This design comes from an exercise in tuning for small area on the open sky130 flow, not from production work.
RTL that was checked went through simulation tests only; none was proved equivalent to the original.
Only the layout flow was run in run 1; the RTL was not checked for function there.

## flow/design.v (module list and top-level ports; edited modules follow where they fit)
// module fpm_pre: 22 lines
// module fpm_x3: 163 lines
// module fpm_mul: 1247 lines
// module fpm_fa: 6 lines
// module fpm_ha: 6 lines
// module fpm_bsel: 5 lines
// module fpm_sel3: 5 lines
// module fpm_round: 28 lines
// module fp_mult: 41 lines
module fp_mult (clk, reset, a, b, res);
  // ...
==> flow/flow/run.sh <==
#!/bin/bash
# Layout flow: the standard ORFS flow (standard synthesis unchanged) with
#  - plain buf_1 cells as the port buffers global placement inserts (every
#    input and output port still gets its own buffer);
#  - clock tree built from clkbuf_8 (clkbuf_16 at the root), without the
#    dummy loads CTS otherwise adds for balancing.
set -euo pipefail
export BUFFER_PORTS_ARGS="-buffer_cell sky130_fd_sc_hd__buf_1"
export CTS_ARGS="-sink_clustering_enable -repair_clock_nets -buf_list sky130_fd_sc_hd__clkbuf_8 -root_buf sky130_fd_sc_hd__clkbuf_16 -dont_use_dummy_load"
bash standard.sh > standard_flow.log 2>&1
==> flow/standard.sh <==
#!/bin/bash
# synth_recipe.tcl (not shown) runs the flow's synth.tcl, then flattens the netlist and writes it again
# the make line also repeats each setting of config.mk as NAME=value (left out here)
make -C /OpenROAD-flow-scripts/flow DESIGN_CONFIG=/design/flow/config.mk WORK_HOME=/design/flow/orfs CLKGATE_MAP_FILE= SYNTH_SCRIPT=/design/flow/synth_recipe.tcl "${@:-finish}"
==> flow/config.mk <==
export PLATFORM = sky130hd
export DESIGN_NAME = fp_mult
export DESIGN_NICKNAME = fp_mult
export VERILOG_FILES = /design/flow/design.v
export SDC_FILE = /design/flow/constraint.sdc
export NUM_CORES = 4
export LEC_CHECK = 0
export CAP_MARGIN = 0
export CELL_PAD_IN_SITES_DETAIL_PLACEMENT = 1
export CELL_PAD_IN_SITES_GLOBAL_PLACEMENT = 2
export CORE_MARGIN = 2
export CORE_UTILIZATION = 50
export CTS_BUF_LIST = sky130_fd_sc_hd__clkbuf_8
export SLEW_MARGIN = 0
export SYNTH_HIERARCHICAL = 1
export SYNTH_MINIMUM_KEEP_SIZE = 0
==> flow/constraint.sdc <==
create_clock -name core_clock -period 8.0 [get_ports {clk}]
set_input_delay 1.6000 -clock core_clock [delete_from_list [all_inputs] [get_ports {clk}]]
set_output_delay 1.6000 -clock core_clock [all_outputs]
set_load 0.01 [all_outputs]
==> flow_summary_export.csv, run 1 <==
group,metric,value,unit
placed_design,port_buffers,97,
synthesis,synth_edf_count,0,
layout,fill_cells,3435,
detailed_routing,wl_met1,22100,microns
clocking,cts_tree,"yes",
global_route,busiest_layer,"met2",
sta,setup_ws,0.970,ns
critical_path,crit_start,"mb1[0]",
critical_path,cp_common_cell,"fa_1",
detailed_routing,drtIter0Drc,3378,
run_status,status,"no timing/DRC/antenna violations",
detailed_routing,topRoutingLayerUsed,"met4",
clocking,ctsLongestPathBuffers,2,
critical_path,crit_path_end_kind,"register",
critical_path,r2r-end,"g2",
hold_path,hold_depth,0,
global_route,antenna_found_initial,0,
sta,holdWs,0.328,ns
job,maxCapViolations,0,
clocking,postCtsSetupBuffers,0,
synthesis,synthArstFlopShare,0,%
sta,slew_headroom,30.2,%
detailed_routing,detail_route.wirelength,58100,microns
critical_path,required,8.21,ns
hold_path,worstHoldStart,"s2",
synthesis,syn-num-nets,1790,
sta,hold_viol,0,
clocking,clockRootBuffer,"clkbuf_16",
critical_path,cp_num_cells,20,
layout,seq_area,3620,sq um
==> module fpm_round, before the edit <==
module fpm_round (xe, phn, g, r);
  input [7:0] xe;
  input [24:0] phn;
  input g;
  output [30:0] r;
  wire t = ~phn[24];
  wire [22:0] n = ~(t ? phn[23:1] : phn[22:0]);
  wire [23:0] c;
  wire [22:0] rr;
  assign c[0] = g;
  genvar i;
  generate
    for (i = 0; i < 23; i = i + 1) begin : g_r
      fpm_ha ri (.a(n[i]), .b(c[i]), .s(rr[i]), .co(c[i + 1]));
    end
  endgenerate
  wire ovf = c[23];
  wire [7:0] e;
  wire [8:0] ec;
  fpm_fa e0 (.a(xe[0]), .b(t), .c(ovf), .s(e[0]), .co(ec[1]));
  generate
    for (i = 1; i < 7; i = i + 1) begin : g_e
      fpm_ha ei (.a(xe[i]), .b(ec[i]), .s(e[i]), .co(ec[i + 1]));
    end
  endgenerate
  assign e[7] = xe[7] ^ ec[7];
  assign r = {e, rr[22] | ovf, rr[21:0]};
endmodule
==> module fp_mult, before the edit <==
module fp_mult (clk, reset, a, b, res);
  input clk;
  input reset;
  input [31:0] a;
  input [31:0] b;
  output reg [31:0] res;
  wire [7:0] xe0;
  wire [23:0] ma0, mb0;
  fpm_pre pre (.a(a), .b(b), .xe(xe0), .ma(ma0), .mb(mb0));
  wire [25:1] a3h0;
  fpm_x3 x3 (.ma(ma0), .a3h(a3h0));
  reg s1;
  reg [7:0] xe1;
  reg [23:0] ma1, mb1;
  reg [25:1] a3h1;
  always @(posedge clk) begin
    a3h1 <= a3h0;
    s1 <= a[31] ^ b[31];
    xe1 <= xe0;
    ma1 <= ma0;
    mb1 <= mb0;
  end
  wire [24:0] ph1;
  wire g1;
  fpm_mul mul (.ma(ma1), .a3h(a3h1), .mb(mb1), .ph(ph1), .g(g1));
  reg s2;
  reg [7:0] xe2;
  reg [24:0] ph2;
  reg g2;
  always @(posedge clk) begin
    s2 <= s1;
    xe2 <= xe1;
    ph2 <= ph1;
    g2 <= g1;
  end
  wire [30:0] r2;
  fpm_round rnd (.xe(xe2), .phn(ph2), .g(g2), .r(r2));
  reg [31:0] r3;
  always @(posedge clk) r3 <= {s2, r2};
  always @(posedge clk) res <= reset ? r3 : 32'd0;
endmodule
==> inputs of run 2 (changes only) <==
--- a/flow/design.v
+++ b/flow/design.v
@@ -1422,17 +1422,17 @@
   assign p[40] = qs32;
   assign p[41] = qs33;
   assign p[42] = qs34;
   assign p[43] = qs35;
   assign p[44] = qs36;
   assign p[45] = qs37;
   assign p[46] = qs38;
   assign p[47] = qs39;
-  assign ph = p[47:23];
+  assign ph = ~p[47:23];
   assign g = (~p[23] & ~p[24]) | ~(&p[22:0]);
 endmodule
 module fpm_fa (a, b, c, s, co);
   input a, b, c;
   output s, co;
   assign s = a ^ b ^ c;
   assign co = (a & b) | (a & c) | (b & c);
 endmodule
@@ -1447,23 +1447,23 @@
   output pp;
   assign pp = ~((one_n | y0) & (two_n | y1));
 endmodule
 module fpm_sel3 (s1, x1, s2, x2, s3, x3, ppn);
   input s1, x1, s2, x2, s3, x3;
   output ppn;
   assign ppn = ~((s1 & x1) | (s2 & x2) | (s3 & x3));
 endmodule
-module fpm_round (xe, phn, g, r);
+module fpm_round (xe, ph, g, r);
   input [7:0] xe;
-  input [24:0] phn;
+  input [24:0] ph;
   input g;
   output [30:0] r;
-  wire t = ~phn[24];
-  wire [22:0] n = ~(t ? phn[23:1] : phn[22:0]);
+  wire t = ph[24];
+  wire [22:0] n = t ? ph[23:1] : ph[22:0];
   wire [23:0] c;
   wire [22:0] rr;
   assign c[0] = g;
   genvar i;
   generate
     for (i = 0; i < 23; i = i + 1) begin : g_r
       fpm_ha ri (.a(n[i]), .b(c[i]), .s(rr[i]), .co(c[i + 1]));
     end
@@ -1511,13 +1511,13 @@
   reg g2;
   always @(posedge clk) begin
     s2 <= s1;
     xe2 <= xe1;
     ph2 <= ph1;
     g2 <= g1;
   end
   wire [30:0] r2;
-  fpm_round rnd (.xe(xe2), .phn(ph2), .g(g2), .r(r2));
+  fpm_round rnd (.xe(xe2), .ph(ph2), .g(g2), .r(r2));
   reg [31:0] r3;
   always @(posedge clk) r3 <= {s2, r2};
   always @(posedge clk) res <= reset ? r3 : 32'd0;
 endmodule
==> run 2 against run 1 <==
  * Critical path depth increased by 12
  * Die area decreased by 0.70%
  * Still clean
  * Synthesized cell count down 1.6%
  * Count of clock-buffer cells in the layout did not move
  * Fmax grew 0.13%
  * Highest routed layer is now met5
  * Hold slack worse by 0.0066 ns
==> flow_summary_export.csv, run 2 <==
group,metric,value,unit
run_status,status,"no timing/DRC/antenna violations",
layout,fin_nets,1853,
clocking,cts_sinks,181,
placed_design,port_buffers,97,
global_route,antenna_found_initial,1,
sta,finalSetupViolations,0,
detailed_routing,vias_per_cell,7.21,
floorplanning,core,32500,sq um
sta,fin_setup_tns,0,ns
critical_path,worstSetupPathType,"reg -> reg",
clocking,ctsLongestPathBuffers,2,
synthesis,ys.flop_type,"dfxtp_1",
clocking,clockRootBuffer,"clkbuf_16",
synthesis,synthArstFlopShare,0,%
sta,skew,0.0382,ns
layout,layout_commonest_cell,"fa_1",
synthesis,yosysSeqAreaShare,21.9,%
clocking,cts_made_buffers,17,
sta,finalCriticalPeriod,7.02,ns
critical_path,arrival,7.34,ns
sta,finalMaxSlewViolations,0,
synthesis,syn-cell-area,16500,sq um
clocking,cts_tree,"yes",
detailed_routing,drc_errors,0,
synthesis,ys_warn_count,7,
critical_path,slowest_stage,"fa_1",
sta,worst_slew_pin_slew,1.16,ns
sta,setup_ws,0.979,ns
critical_path,r2r-end,"r3[30]",
hold_path,min_to,"xe2[0]",
critical_path,start_kind,"register",
critical_path,cp_common_cell,"ha_1",
layout,final_cell_mix,"fa_1 (292), a222oi_1 (276), dfxtp_1 (181), buf_1 (97), ha_1 (90)",
placed_design,hpwlAfterDp,41000,microns
clocking,insertion_delay,0.43,ns
sta,fmax,142,MHz
synthesis,yosys.area.top_type,"fa_1",
synthesis,ys_seq_elements,181,
clocking,cts_resized,0,
synthesis,synth_area_per_cell,12.5,sq um
critical_path,r2r-start,"ph2[24]",
global_route,grt_max_degree,33,
sta,hold_viol,0,
clocking,clkTransAtPathRegs,0.10,ns
critical_path,cpPeakStageDelay,0.39,ns
synthesis,synthTopCellsByCount,"fa_1 (292), a222oi_1 (276), dfxtp_1 (181)",
floorplanning,die_w,186,microns
detailed_routing,detail-route-antenna-nets,0,
sta,holdWs,0.321,ns
floorplanning,fp.dieH,186,microns
sta,min_period_over_period,87.8,%
synthesis,syn-num-nets,1769,
placed_design,place_congestion,0.970,
floorplanning,start_util,50.8,%
layout,seq_area,3620,sq um
detailed_routing,drt_pass1_iterations,15,
floorplanning,num_rows,66,
layout,reg_top3,"r3: 32 flops, res: 32 flops",
hold_path,hold_depth,0,
sta,slew_headroom,22.5,%
detailed_routing,detail_route.wirelength,56900,microns
critical_path,worstPathMaxFanout,23,
synthesis,synth_edf_count,0,
synthesis,yosysMostFrequentCell,"fa_1",
global_route,overflow,0,
clocking,postCtsSetupBuffers,0,
detailed_routing,wire_per_inst,30.8,microns
hold_path,worstHoldStart,"xe1[0]",
critical_path,reg2regPathDepth,32,
hold_path,hp-class,"reg -> reg",
placed_design,pre_cts_ws,0.970,ns
job,maxCapViolations,0,
synthesis,synth_top_area_share,35.4,%
clocking,htree_levels,4,
layout,multi_input_area,11900,sq um
detailed_routing,num_vias,13300,
critical_path,reg2reg_slack,0.98,ns
global_route,grt_pass1_wl,86200,microns
floorplanning,die_area,34500,sq um
synthesis,synth_cell_types,52,
detailed_routing,drtIter0Drc,3128,
floorplanning,ioPinCount,98,
global_route,grt_pass1_vias,14000,
global_route,track_usage,34.0,%
clocking,cts_hold_buf,0,
layout,area_growth,5.69,%
critical_path,required,8.32,ns
critical_path,crit_path_end_kind,"register",
synthesis,synthCells,1321,
synthesis,ys_top_cells_by_area,"fa_1 (35%), dfxtp_1 (22%), a222oi_1 (17%), ha_1 (6.8%), buf_4 (4.2%)",
layout,fill_cells,3427,
sta,rsz0062_at_grt,"no",
layout,drive_gt1_share,12.0,%
==> run 2: cell count changes in the layout (fill, tap and decap cells not counted), sizes merged, moves of 8 or more <==
cell,previous run,this run
inv,67,79
mux2,12,35
xor2,21,13
xnor2,14,22
mux2i,23,0
buf,181,167
==> run 2: how the worst max path moves through the flow <==
| stage | start | endpoint |
|---|---|---|
| finish | ph2[24] | r3[30] |
| global route | ph2[24] | r3[30] |
| CTS | ph2[24] | r3[30] |
| detailed placement | ph2[24] | r3[30] |
| global placement | ph2[24] | r3[30] |
| floorplan | ph2[24] | r3[30] |
==> run 2: per-module statistics from Yosys (local to each module, per instance) <==
module,times used,cells,cell area [sq um]
fpm_round,1,49,462
fpm_sel3,276,1,10.0
fpm_fa,272,1,20.0
fpm_mul,1,276,1940
fp_mult,1,217,3890
fpm_ha,35,1,12.5
fpm_pre,1,55,399
fpm_x3,1,141,1190
==> run 2: final cells by class <==
type                    instances  area share [%]
multi-input cells             959            67.9
flip-flops and latches        181            20.7
repair buffers                167            5.09
well taps                     442            3.17
inverters                      79            1.70
clock buffers                  17            1.40
diodes                          1          0.0143
==> run 2: critical path, delay by kind of cell, from the launching register on <==
kind | cells | cell delay [ns]
buf+inv | 1 | 0.30
flops | 1 | 0.36
fa+ha+maj | 29 | 5.72
xor+xnor | 1 | 0.16
mux | 1 | 0.38
==> run 2: through the flow <==
step	std cells	instance area [sq um]	utilization, %
floorplan	1321	16500	-
global placement	1828	17200	52.9
global route	1845	17500	53.7
detailed placement	1828	17200	52.9
CTS	1845	17500	53.7
finish	1846	17500	53.7
==> run 2: routing by layer <==
metal,track usage (%),vias up,share of wire [%]
li1,-,5346,-
met1,43.3,6660,37
met2,52.6,1102,45
met3,11.6,207,13
met4,15.3,2,4.6
met5,0,-,0.028
==> run 2: cell families after synthesis <==
kind of cell | synth area share [%]
xor+xnor | 1.85
other cells | 0.0227
compound gates | 19.7
mux | 2.38
simple gates | 5.61
buf+inv | 6.34
fa+ha+maj | 42.2
flops | 21.9

-- afterwards: timing with drivers on the ports --
No port has a modelled driver above. Below, the same layouts with a new extraction and two added sets of constraints. Step 1, drivers: a clkbuf_16 drives clk and a buf_2 each remaining input, both assumed. Step 2 adds t to the input delays and takes it off the output delays; t is the mean of the earliest and latest rising clock arrival at the registers after step 1. Input paths then give back, and output paths get back, about the clock's delay inside the block. Three values: ideal, step 1, step 2; two values: the first two.
run | t (ns) | setup WS [ns] | worst setup path after step 2 | clock arrival spread, ns | slew at the worst register clock pin (ns)
run 1 | 0.448 | 0.970 / 0.970 / 0.970 | register to register | 0.044 / 0.044 | 0.10 / 0.10
run 2 | 0.466 | 0.979 / 0.979 / 0.979 | register to register | 0.038 / 0.039 | 0.11 / 0.11
After both steps setup and hold are still met in every run listed.
